This design comes from an exercise in tuning for small area, a short achievable clock period and few clock cycles on the open sky130 flow, not from production work. Where RTL was checked, it was by simulation tests only, not by an equivalence proof against the original.

== garnet ==
Design Riscv_core, start of the top module:
module Riscv_core
    (
        input                   clk,
        input                   rst_n,
        output  [13:0]          rom_addr,    
        input   [31:0]          inst,
        output  [31:0]          dmem_addr,   
        input   [31:0]          dmem_rdata,  
        output  [31:0]          dmem_wdata,  
        output  [3:0]           dmem_wmask   
    );
Size in the first run: ~11000 cells after synthesis, about 150 I/O pins, about 0.093 mm² of cells after synthesis.
clock: 24.0 ns
lec_check: 0
abc_area: 1
cap_margin: 30
core_margin: 2
core_utilization: 40
cts_buf_list: sky130_fd_sc_hd__clkbuf_8
cts_cluster_size: 24
place_density: 0.55
slew_margin: 20
setup_slack_margin: 17
buffer_ports_args: -buffer_cell sky130_fd_sc_hd__buf_4
standard.sh (not shown) runs the stock make flow with config.mk's settings and CLKGATE_MAP_FILE= SYNTH_SCRIPT=/design/flow/synth_recipe.tcl, a recipe that flattens the netlist after the stock synthesis.
==> flow/flow/run.sh <==
#!/bin/bash
# Standard layout, with the timing repair aiming for a setup margin and
# ordinary buffers (not delay cells) on the ports.
cp standard.sh standard_sh.txt
cp config.mk config_mk_my.txt
echo "export SETUP_SLACK_MARGIN = 17" >> config.mk
echo "export BUFFER_PORTS_ARGS = -buffer_cell sky130_fd_sc_hd__buf_4" >> config.mk
bash standard.sh > standard.log 2>&1
Testbench counts of garnet, summed over its fixed seeds: cycles 33,706.
Input-level comparison between willow and garnet:
Settings: swapping 40 for 48 in CORE_UTILIZATION; swapping 0.55 for 0.64 in PLACE_DENSITY.
Findings:
Of the two values seen for worst setup path startpoint, inst[5] was produced by garnet and inst[3] by willow. From garnet to willow the numbers moved as follows: average wire per cell in the routed design went down, area added between synthesis and finish went down. Diff garnet -> willow: total number of vias climbed 1.6%, instance area after placement decreased by 0.93% relative to the old numbers, register-to-register slack decreased 0.11 ns. [willow] count of plain and timing-repair buffers in the layout fell 23 relative to garnet. Density: willow denser than garnet. Cmp garnet and willow / final worst-path setup slack / higher: garnet. Cells: willow has fewer instances than garnet.
Input-level comparison between raven and willow:
Settings: swapping 48 for 42 in CORE_UTILIZATION; swapping 0.64 for 0.58 in PLACE_DENSITY.
==> comparison <==
In raven relative to willow, routed wire length had gone up by a little under 10%. The fmax on raven is in line with that on willow. The lower area growth from synthesis to layout of raven and willow is in willow. Measured against raven, the final-layout fill cell count of willow comes out at 0.824 times the reference value. On number of gates resized after CTS: between raven and willow, it ends up higher for raven. Comparing willow with raven, the max-slew violation count came out essentially unchanged. The final cycle utilization of the critical path on raven is in line with that on willow. Going from willow to raven, number of logic stages on the critical path including buffering grew by more than 10%.
Edits applied to the flow inputs when going from raven to onyx:
Settings: CORE_UTILIZATION changed from 42 to 45; CTS_BUF_LIST removed (was sky130_fd_sc_hd__clkbuf_8); PLACE_DENSITY changed from 0.58 to 0.6; CTS_CLUSTER_SIZE removed (was 24).
Results
[compare] base=raven new=onyx: post-route cell area comparable; total met3 wirelength after detailed routing went up 1.2%; top fanout value on the critical path fell by 1; core utilization of the finished layout up 3.4 points. raven leaves more setup margin than onyx. Summary of onyx over raven: count of non-filler cells in the finished layout moved down; via count of the first global-routing pass now sits lower; non-clock buffer count shows a reduction of 4.

========
Riscv_core, a different RTL version from the one above (not shown whole).
For scale: ~11000 cells after synthesis, roughly 1400 flip-flops, roughly 150 I/O pins.
// Riscv_core
module Riscv_core
    (
        input                   clk,
        input                   rst_n,
        output  [13:0]          rom_addr,    
        input   [31:0]          inst,
        output  [31:0]          dmem_addr,   
        input   [31:0]          dmem_rdata,  
        output  [31:0]          dmem_wdata,  
        output  [3:0]           dmem_wmask   
    );
    integer     k;
    reg  [31:2] pc_f;
    reg         d_valid;
    reg  [31:0] d_ir;
    reg  [31:2] d_pc;
    reg  [31:2] e_pc;
    reg         e_pred;      
    reg         e_next;      
    reg         e_skip;      
    reg  [31:0] e_a, e_b, e_imm;
    reg  [4:0]  e_rd;
    reg  [2:0]  e_f3;
    reg         e_alt;       
    reg         e_use_b;     
    reg         e_wen, e_aluop, e_load, e_store, e_branch, e_jal, e_jalr;
    reg         e_lui, e_auipc, e_mul, e_div;
    reg  [31:0] m_val, m_wdata;
    reg  [4:0]  m_rd;
    reg  [2:0]  m_f3;
    reg         m_wen, m_load, m_store, m_neg;
    reg  [31:0] rf [1:31];
    wire [31:0] op2   = e_use_b ? e_b : e_imm;
  ...
Settings: LEC_CHECK=0, ABC_AREA=1, CAP_MARGIN=30, CORE_MARGIN=2, CORE_UTILIZATION=45, CTS_BUF_LIST=sky130_fd_sc_hd__clkbuf_8, CTS_CLUSTER_SIZE=24, PLACE_DENSITY=0.6, SLEW_MARGIN=20, SETUP_SLACK_MARGIN=17, BUFFER_PORTS_ARGS=-buffer_cell sky130_fd_sc_hd__buf_4; clock period 24.0 ns.
Scripts as last shown in full above: flow/flow/run.sh
Then changed:
Settings changed: CORE_UTILIZATION 45 to 40, PLACE_DENSITY 0.6 to 0.55.
After rerunning: Synthesized area does not change. Synthesized cell count does not change. Design area is higher slightly.
Function was not checked in any run of this note: the RTL went through the layout flow alone.

========
PW:
Another version of the RTL of Riscv_core (not shown whole).
Size in the first run: roughly 1,500 flip-flops, about 150 I/O pins, ~94,000 µm² of cells after synthesis.
Settings: LEC_CHECK=0, ABC_AREA=1, CAP_MARGIN=30, CORE_MARGIN=2, CORE_UTILIZATION=45, PLACE_DENSITY=0.6, SLEW_MARGIN=20, SETUP_SLACK_MARGIN=17, BUFFER_PORTS_ARGS=-buffer_cell sky130_fd_sc_hd__buf_4; clock period 24.0 ns.
Scripts as last shown in full above: flow/flow/run.sh
No stage failed in PW, and the final checks on the layout all came back clean.
Testbench counts of PW, summed over its fixed seeds: cycles 36,744.
Input changes introduced in MS (baseline for comparison: PW):
# PW
export LEC_CHECK = 0
export ABC_AREA = 1
export CAP_MARGIN = 30
export CORE_MARGIN = 2
export CORE_UTILIZATION = 45
export PLACE_DENSITY = 0.6
export SLEW_MARGIN = 20
export SETUP_SLACK_MARGIN = 17
export BUFFER_PORTS_ARGS = -buffer_cell sky130_fd_sc_hd__buf_4
create_clock -name core_clock -period 24.0 [get_ports {clk}]
# MS
export LEC_CHECK = 0
export ABC_AREA = 1
export CAP_MARGIN = 30
export CORE_MARGIN = 2
export CORE_UTILIZATION = 45
export PLACE_DENSITY = 0.6
export SLEW_MARGIN = 20
export SETUP_SLACK_MARGIN = 18
export BUFFER_PORTS_ARGS = -buffer_cell sky130_fd_sc_hd__buf_4
create_clock -name core_clock -period 24.0 [get_ports {clk}]
--- a/flow/flow/run.sh
+++ b/flow/flow/run.sh
@@ -5,3 +5,3 @@
 cp config.mk config_mk_my.txt
-echo "export SETUP_SLACK_MARGIN = 17" >> config.mk
+echo "export SETUP_SLACK_MARGIN = 18" >> config.mk
 echo "export BUFFER_PORTS_ARGS = -buffer_cell sky130_fd_sc_hd__buf_4" >> config.mk
Findings:
Summary of MS over PW: depth of the critical timing path with buffers and inverters included lower, number of antenna violations at the first check in global routing decreased by 8 relative to the old numbers, final critical-path required period now smaller.
Reported for PW and MS, die boundary width turned out identical to the last digit.
In the tables for PW and MS, critical path data arrival time reads lower with MS.
Summary: via count, MS worse than PW
MS vs. PW: wire length grew by about 4%; met2 routing resource usage after global routing dropped 3.3 points.
Worst setup slack was higher in MS than in PW.
Compared with PW, MS shows depth of the worst register-to-register path lower by 7.1%.

========
## juniper
Riscv_core, a different RTL version from the one above (not shown whole).
Size: roughly 11000 cells after synthesis, ~150 I/O pins, roughly 0.093 mm^2 of cells after synthesis.
==> flow/config.mk <==
export PLATFORM = sky130hd
export DESIGN_NAME = Riscv_core
export DESIGN_NICKNAME = Riscv_core
export VERILOG_FILES = /design/flow/design.v
export SDC_FILE = /design/flow/constraint.sdc
export NUM_CORES = 8
export LEC_CHECK = 0
export ABC_AREA = 1
export CAP_MARGIN = 30
export CORE_MARGIN = 2
export CORE_UTILIZATION = 40
export CTS_BUF_LIST = sky130_fd_sc_hd__clkbuf_8
export CTS_CLUSTER_SIZE = 24
export PLACE_DENSITY = 0.55
export SLEW_MARGIN = 20
export SETUP_SLACK_MARGIN = 17
export BUFFER_PORTS_ARGS = -buffer_cell sky130_fd_sc_hd__buf_4
==> flow/constraint.sdc <==
create_clock -name core_clock -period 24.0 [get_ports {clk}]
set_input_delay 4.8000 -clock core_clock [delete_from_list [all_inputs] [get_ports {clk}]]
set_output_delay 4.8000 -clock core_clock [all_outputs]
set_load 0.01 [all_outputs]
==> flow/flow/run.sh <==
#!/bin/bash
# Standard layout, with the timing repair aiming for a setup margin and
# ordinary buffers (not delay cells) on the ports.
cp standard.sh standard_sh.txt
cp config.mk config_mk_my.txt
echo "export SETUP_SLACK_MARGIN = 17" >> config.mk
echo "export BUFFER_PORTS_ARGS = -buffer_cell sky130_fd_sc_hd__buf_4" >> config.mk
bash standard.sh > standard.log 2>&1
Testbench counts of juniper, summed over its fixed seeds: cycles 34,435.
For cedar, these inputs were changed with respect to juniper:
Settings: SETUP_SLACK_MARGIN changed from 17 to 17.3.
--- a/flow/flow/run.sh
+++ b/flow/flow/run.sh
@@ -6 +6 @@
-echo "export SETUP_SLACK_MARGIN = 17" >> config.mk
+echo "export SETUP_SLACK_MARGIN = 17.3" >> config.mk
cedar finished all stages; layout check result: FAIL, due to max-capacitance violations, max-slew violations.
Diff juniper and cedar: number of iterations in the first detailed-routing pass lower in cedar
Between cedar and juniper, the via count of the routed design does not differ in any meaningful way.
Arrival time at the worst endpoint in cedar is 0.12 ns above juniper.
Changes observed in cedar relative to juniper: clock buffer instance count of the final layout decreased by 0.32% relative to the old numbers; final critical path time including I/O delays and setup increased by 0.042 ns relative to the old numbers; routed wire length closely matched the old numbers; multi-input gate share of total cell area closely matched the old numbers.
As far as global-route wire length before repair is concerned, cedar and juniper perform about the same.

==> re-timing with driven ports <==
In the flow no input, the clock included, has a driving cell. The finished layouts below were timed again as built, in two steps. Step 1 assumes that a clkbuf_16 drives the clock port and a buf_2 every other input. Step 2 times the ports against the registers' clock, not the clock port: input delays grow and output delays shrink by t, the midpoint of the rising clock arrivals with the driver on. a / b / c = ideal / step 1 / step 2; a / b = the first two.
run	t, ns	setup slack, ns	worst hold slack (ns)	clock arrival spread, ns	slew at the worst register clock pin (ns)
garnet	1.133	16.944 / 16.948 / 15.840	0.331 / 0.331 / 0.331	0.133 / 0.133	0.07 / 0.07
willow	1.129	16.884 / 16.930 / 15.801	0.332 / 0.332 / 0.332	0.153 / 0.154	0.09 / 0.09
raven	1.161	16.903 / 16.932 / 15.771	0.305 / 0.305 / 0.305	0.134 / 0.134	0.08 / 0.08
onyx	0.921	16.806 / 16.848 / 15.926	0.336 / 0.336 / 0.336	0.100 / 0.099	0.07 / 0.07
the first run of note 2	1.115	16.740 / 16.737 / 15.680	0.323 / 0.323 / 0.323	0.113 / 0.113	0.07 / 0.07
the second run of note 2	1.121	16.819 / 16.819 / 15.772	0.300 / 0.300 / 0.300	0.120 / 0.121	0.08 / 0.08
PW	0.939	16.937 / 16.908 / 16.089	0.365 / 0.365 / 0.365	0.109 / 0.109	0.08 / 0.08
MS	0.934	17.313 / 17.218 / 16.928	0.371 / 0.371 / 0.371	0.107 / 0.107	0.08 / 0.08
juniper	1.119	17.058 / 17.078 / 15.999	0.278 / 0.278 / 0.278	0.116 / 0.116	0.07 / 0.07
cedar	1.111	17.017 / 17.060 / 15.948	0.332 / 0.332 / 0.332	0.157 / 0.157	0.07 / 0.07
The setup slack of raven, which loses most, moves by +0.029 ns with the drivers and by -1.132 ns with both steps.
